Source: an optimization exercise on an open RTL-to-GDS flow (aim: small area). Production flows keep margins and buffers that such runs may drop. Where RTL was checked, it was by simulation tests only, not by an equivalence proof against the original. Power is estimated from default activity; no workload was simulated.

## onyx
==> flow/design.v <==
`timescale 1ns / 1ps
module apb_master#(parameter addr_width =5 , data_width = 16) (
    input bit pclk,
    input bit preset_n,
    input logic pready,
    input logic transfer,
    input logic [data_width - 1 : 0] prdata,
    input logic [addr_width - 1 : 0] apb_paddr,
    input logic [data_width - 1 : 0] apb_pwdata,
    input logic apb_control,
    output logic [addr_width - 1 : 0] paddr,
    output logic pselx,
    output bit penable,
    output logic pwrite,
    output logic [data_width - 1 : 0] pwdata,
    output logic [data_width / 8 - 1 : 0] pstrb,
    output logic [data_width - 1 : 0] apb_prdata
);
logic sel_q, en_q;
logic [data_width - 1 : 0] temp_apb_prdata;
always_ff @(posedge pclk, negedge preset_n) begin
    if (!preset_n) begin
        sel_q <= 1'b0;
        en_q  <= 1'b0;
    end else if (en_q) begin
        sel_q <= !pready;
        en_q  <= !pready;
    end else if (sel_q) begin
        sel_q <= transfer;
        en_q  <= transfer;
    end else begin
        sel_q <= transfer;
        en_q  <= 1'b0;
    end
end
assign pselx   = sel_q;
assign penable = en_q;
assign paddr   = sel_q ? apb_paddr : '0;
assign pwdata  = (sel_q && apb_control) ? apb_pwdata : '0;
assign pwrite  = apb_control;
assign pstrb   = (pwrite && pselx && penable) ? '1 : '0;
always_ff @(posedge pclk, negedge preset_n) begin
    if (!preset_n)
        temp_apb_prdata <= '0;
    else if (pready && !apb_control)
        temp_apb_prdata <= prdata;
end
assign apb_prdata = temp_apb_prdata;
endmodule
`timescale 1ns / 1ps
module apb_slave#(
    parameter addr_width = 5,
    parameter data_width = 16
)(
    input  logic pclk,
    input  logic preset_n,
    input  logic pselx,
    input  logic penable,
    input  logic pwrite,
    input  logic [addr_width - 1 : 0] paddr,
    input  logic [data_width - 1 : 0] pwdata,
    output logic [data_width - 1 : 0] apb_spwdata,
    output logic [data_width - 1 : 0] prdata,
    output logic pready
);
    localparam int N = 2**addr_width;
    localparam int H = N / 2;
    localparam logic [1:0] IDLE = 2'b00, SETUP = 2'b01, ACCESS = 2'b10;
    logic [1:0] present_state, next_state;
    always_ff @(posedge pclk or negedge preset_n) begin
        if (!preset_n)
            present_state <= IDLE;
        else
            present_state <= next_state;
    end
    always_comb begin
        case (present_state)
            IDLE:    next_state = (pselx && !penable) ? SETUP : IDLE;
            SETUP:   next_state = (pselx && penable) ? ACCESS : IDLE;
            ACCESS:  next_state = !pselx ? IDLE : SETUP;
            default: next_state = IDLE;
        endcase
    end
    always_ff @(posedge pclk or negedge preset_n) begin
        if (!preset_n)
            pready <= 1'b0;
        else
            pready <= (present_state == ACCESS);
    end
    logic [data_width-1:0] ring [0:N-1];
    logic [data_width-1:0] rd_q;
    logic [addr_width-1:0] cnt;
    logic                  wr_pend, rd_pend;
    logic [addr_width-1:0] pos;
    wire                   wr    = pready && pwrite;
    wire                   rd    = pready && !pwrite;
    wire                   wr_do = wr_pend && !pos[0];
    wire                   rd_do = rd_pend && !pos[0];
    always_ff @(posedge pclk) begin
        cnt     <= cnt + 1'b1;
        wr_pend <= wr || (wr_pend && pos[0]);
        rd_pend <= rd || (rd_pend && pos[0]);
        pos     <= pready ? paddr + cnt + 1'b1 : pos + 1'b1;
    end
    logic [H-1:0] psel, wsel, wseln, rseln;
    always_comb
        for (int k = 0; k < H; k++) begin
            psel[k]  = (pos[addr_width-1:1] == k[addr_width-2:0]);
            wsel[k]  = wr_do && psel[k];
            wseln[k] = !wsel[k];
            rseln[k] = !psel[k];
        end
    for (genvar p = 0; p < N; p++) begin : g_ring
        if (p % 2 == 1) begin : g_load
            wire [data_width-1:0] a = (p % 4 == 1) ? apb_spwdata : ~apb_spwdata;
            for (genvar i = 0; i < data_width; i++) begin : g_bit
                wire d;
                apb_imux u_mux (.s(wsel[p/2]), .sn(wseln[p/2]), .a(a[i]), .b(ring[p-1][i]), .y(d));
                always_ff @(posedge pclk)
                    ring[p][i] <= d;
            end
        end else begin : g_shift
            always_ff @(posedge pclk)
                ring[p] <= ring[(p + N - 1) % N];
        end
    end
    always_ff @(posedge pclk) begin
        if (wr)
            apb_spwdata <= pwdata;
    end
    localparam logic [H-1:0] INV = 16'hAAAA;
    logic [data_width-1:0] rdata;
    for (genvar i = 0; i < data_width; i++) begin : g_rd
        logic [H-1:0] col;
        for (genvar k = 0; k < H; k++) begin : g_col
            assign col[k] = ring[2*k][i];
        end
        apb_rmux #(.N(H), .INV(INV)) u_rmux (.s(psel), .sn(rseln), .d(col), .y(rdata[i]));
    end
    assign prdata = rd_do ? rdata : rd_q;
    always_ff @(posedge pclk)
        rd_q <= prdata;
endmodule
module apb_imux (
    input  logic s,
    input  logic sn,
    input  logic a,
    input  logic b,
    output logic y
);
    assign y = ~((sn | a) & (s | b));
endmodule
module apb_rmux #(parameter N = 16, parameter logic [N-1:0] INV = '0) (
    input  logic [N-1:0] s,
    input  logic [N-1:0] sn,
    input  logic [N-1:0] d,
    output logic         y
);
    localparam int NP = N / 2;
    logic [NP-1:0] ps, pd, qsn, qd;
    always_comb begin
        int ip, iq;
        ip = 0; iq = 0;
        ps = '0; pd = '0; qsn = '0; qd = '0;
        for (int k = 0; k < N; k++)
            if (INV[k]) begin
                qsn[iq] = sn[k]; qd[iq] = d[k]; iq++;
            end else begin
                ps[ip] = s[k]; pd[ip] = d[k]; ip++;
            end
    end
    logic [NP/2-1:0] pn, qp;
    for (genvar j = 0; j < NP/2; j++) begin : g_pair
        apb_rsel_aoi u_p (.s1(ps[2*j]), .d1(pd[2*j]), .s2(ps[2*j+1]), .d2(pd[2*j+1]), .y(pn[j]));
        apb_rsel_oai u_q (.sn1(qsn[2*j]), .d1(qd[2*j]), .sn2(qsn[2*j+1]), .d2(qd[2*j+1]), .y(qp[j]));
    end
    assign y = !(&pn) || (|qp);
endmodule
module apb_rsel_aoi (
    input  logic s1, d1, s2, d2,
    output logic y
);
    assign y = !((s1 && d1) || (s2 && d2));
endmodule
module apb_rsel_oai (
    input  logic sn1, d1, sn2, d2,
    output logic y
);
    assign y = !((sn1 || d1) && (sn2 || d2));
endmodule
`timescale 1ns / 1ps
module apb_wrapper#(parameter addr_width = 5, data_width = 16)(
    input bit pclk,                   
    input bit preset_n,               
    input logic transfer,  
    input logic [addr_width - 1 : 0] apb_paddr,  
    input logic [data_width - 1 : 0] apb_pwdata,  
    input logic apb_control ,         
    output logic [data_width - 1 : 0] apb_spwdata,   
    output logic [data_width - 1 : 0] apb_prdata  
    );
    logic [addr_width-1:0] paddr;
    logic pselx;
    bit penable;
    logic pwrite;
    logic [data_width-1:0] pwdata;
    logic [data_width/8-1:0] pstrb; 
    logic                    pready;
    logic [data_width -1:0]  prdata;
    apb_master #(.addr_width(addr_width), .data_width(data_width)) DUT (
        .pclk(pclk),
        .preset_n(preset_n),
        .pready(pready),
        .transfer(transfer),
        .prdata(prdata),
        .apb_paddr(apb_paddr),
        .apb_pwdata(apb_pwdata),
        .apb_control(apb_control),
        .paddr(paddr),
        .pselx(pselx),
        .penable(penable),
        .pwrite(pwrite),
        .pwdata(pwdata),
        .pstrb(pstrb),
        .apb_prdata(apb_prdata)
    );
     apb_slave #(
        .addr_width(addr_width),
        .data_width(data_width)
    ) dut (
        .pclk       (pclk),
        .preset_n   (preset_n),
        .pselx      (pselx),
        .penable    (penable),
        .pwrite     (pwrite),
        .paddr      (paddr),
        .pwdata     (pwdata),
        .apb_spwdata(apb_spwdata),
        .prdata     (prdata),
        .pready     (pready)
    );
endmodule
Settings: LEC_CHECK=0, CAP_MARGIN=0, CORE_MARGIN=2, CORE_UTILIZATION=40, GPL_TIMING_DRIVEN=0, SLEW_MARGIN=0, SYNTH_HIERARCHICAL=1, SYNTH_MINIMUM_KEEP_SIZE=0; clock period 5.0 ns.
standard.sh (not shown) runs the stock make flow with config.mk's settings and CLKGATE_MAP_FILE= SYNTH_SCRIPT=/design/flow/synth_recipe.tcl, a recipe that flattens the netlist after the stock synthesis.
==> flow/flow/run.sh <==
#!/bin/bash
# Layout flow: the standard flow (standard.sh) with these changes, made
# through ORFS's own variables and a wrapper around the synthesis script:
#  - synthesis: the standard flow's synthesis script unchanged, except that ABC maps the
#    logic for area (flow/abc_area.script) instead of ORFS's delay script;
#    registers are mapped before ABC runs, so they are the standard ones,
#  - clock tree synthesis without dummy loads, with clkbuf_8 buffers and
#    smaller sink clusters,
#  - port buffers of the smallest buffer cell.
# make's full output goes to standard.log here; ORFS's per-step logs stay
# under orfs/logs/.
set -euo pipefail
here=$(pwd)
flowdir=$(cd "$(dirname "$0")" && pwd)

orig=$(grep -o 'SYNTH_SCRIPT=[^ ]*' standard.sh | head -1 | cut -d= -f2-)
cat > "$here/area_synth.tcl" <<EOT
# ABC with the area script; drop the delay target and its constraints
proc abc {args} {
  set keep {}
  set skip 0
  foreach a \$args {
    if {\$skip} { set skip 0; continue }
    if {\$a in {-script -D -constr}} { set skip 1; continue }
    lappend keep \$a
  }
  yosys abc -script $flowdir/abc_area.script {*}\$keep
}
source $orig
EOT
sed "s#SYNTH_SCRIPT=[^ ]*#SYNTH_SCRIPT=$here/area_synth.tcl#" standard.sh > area_standard.sh

export CTS_ARGS="-sink_clustering_enable -repair_clock_nets -dont_use_dummy_load -buf_list sky130_fd_sc_hd__clkbuf_8 -sink_clustering_size 16 -sink_clustering_max_diameter 60"
export BUFFER_PORTS_ARGS="-buffer_cell sky130_fd_sc_hd__buf_1"
bash area_standard.sh > standard.log 2>&1
==> flow/flow/abc_area.script <==
strash
dch
amap
### onyx -> zinc
--- a/flow/design.v
+++ b/flow/design.v
@@ -157,35 +157,12 @@
     output logic         y
 );
-    localparam int NP = N / 2;
-    logic [NP-1:0] ps, pd, qsn, qd;
     always_comb begin
-        int ip, iq;
-        ip = 0; iq = 0;
-        ps = '0; pd = '0; qsn = '0; qd = '0;
+        y = 1'b0;
         for (int k = 0; k < N; k++)
-            if (INV[k]) begin
-                qsn[iq] = sn[k]; qd[iq] = d[k]; iq++;
-            end else begin
-                ps[ip] = s[k]; pd[ip] = d[k]; ip++;
-            end
-    end
-    logic [NP/2-1:0] pn, qp;
-    for (genvar j = 0; j < NP/2; j++) begin : g_pair
-        apb_rsel_aoi u_p (.s1(ps[2*j]), .d1(pd[2*j]), .s2(ps[2*j+1]), .d2(pd[2*j+1]), .y(pn[j]));
-        apb_rsel_oai u_q (.sn1(qsn[2*j]), .d1(qd[2*j]), .sn2(qsn[2*j+1]), .d2(qd[2*j+1]), .y(qp[j]));
-    end
-    assign y = !(&pn) || (|qp);
-endmodule
-module apb_rsel_aoi (
-    input  logic s1, d1, s2, d2,
-    output logic y
-);
-    assign y = !((s1 && d1) || (s2 && d2));
-endmodule
-module apb_rsel_oai (
-    input  logic sn1, d1, sn2, d2,
-    output logic y
-);
-    assign y = !((sn1 || d1) && (sn2 || d2));
+            if (INV[k])
+                y = y | !(sn[k] | d[k]);
+            else
+                y = y | (s[k] & d[k]);
+    end
 endmodule
 `timescale 1ns / 1ps
Notes after the runs:
Between zinc and onyx, the number of fillers in the final layout is lower for zinc. zinc ended with every stage complete and zero timing, DRC or antenna violations. Comparing net switching fraction of the power for zinc and onyx, the bigger number came from zinc. Run comparison: onyx slowest cell on the critical path nor2_1; zinc slowest cell on the critical path clkinv_1. Summary — clock latency on the worst-skew pair, zinc relative to onyx: higher, by 0.02 ns. The run showing the greater placer's final routability congestion estimate is onyx. Final cell area: zinc above onyx. Going from onyx to zinc, the least setup slack across all paths after layout was found to have gone down by 0.0084 ns.
Function not checked in onyx: the RTL went through the layout flow alone.

-- separate check: timing with driven ports --
In the flow no input, the clock included, has a driving cell. The finished layouts below were timed again as built, in two steps.
Step 1 (the two cells are an assumption about what drives the block):
set clk [get_ports {pclk}]
set_driving_cell -lib_cell sky130_fd_sc_hd__clkbuf_16 $clk
set_driving_cell -lib_cell sky130_fd_sc_hd__buf_2 [delete_from_list [all_inputs] $clk]
Step 2 adds t to the input delays and takes it off the output delays; t is the mean of the earliest and latest rising clock arrival at the registers after step 1. Input paths then give back, and output paths get back, about the clock's delay inside the block.
Slacks: no drivers / after step 1 / after step 2; pairs: no drivers / after step 1.
run | t (ns) | setup slack, ns | worst slew at a driven data input, ns | cell pins on the clock port's net
onyx | 0.608 | 0.788 / 0.788 / 0.788 | 0.03 | 1
zinc | 0.634 | 0.779 / 0.779 / 0.779 | 0.04 | 1
After both steps setup and hold are still met in every run listed.
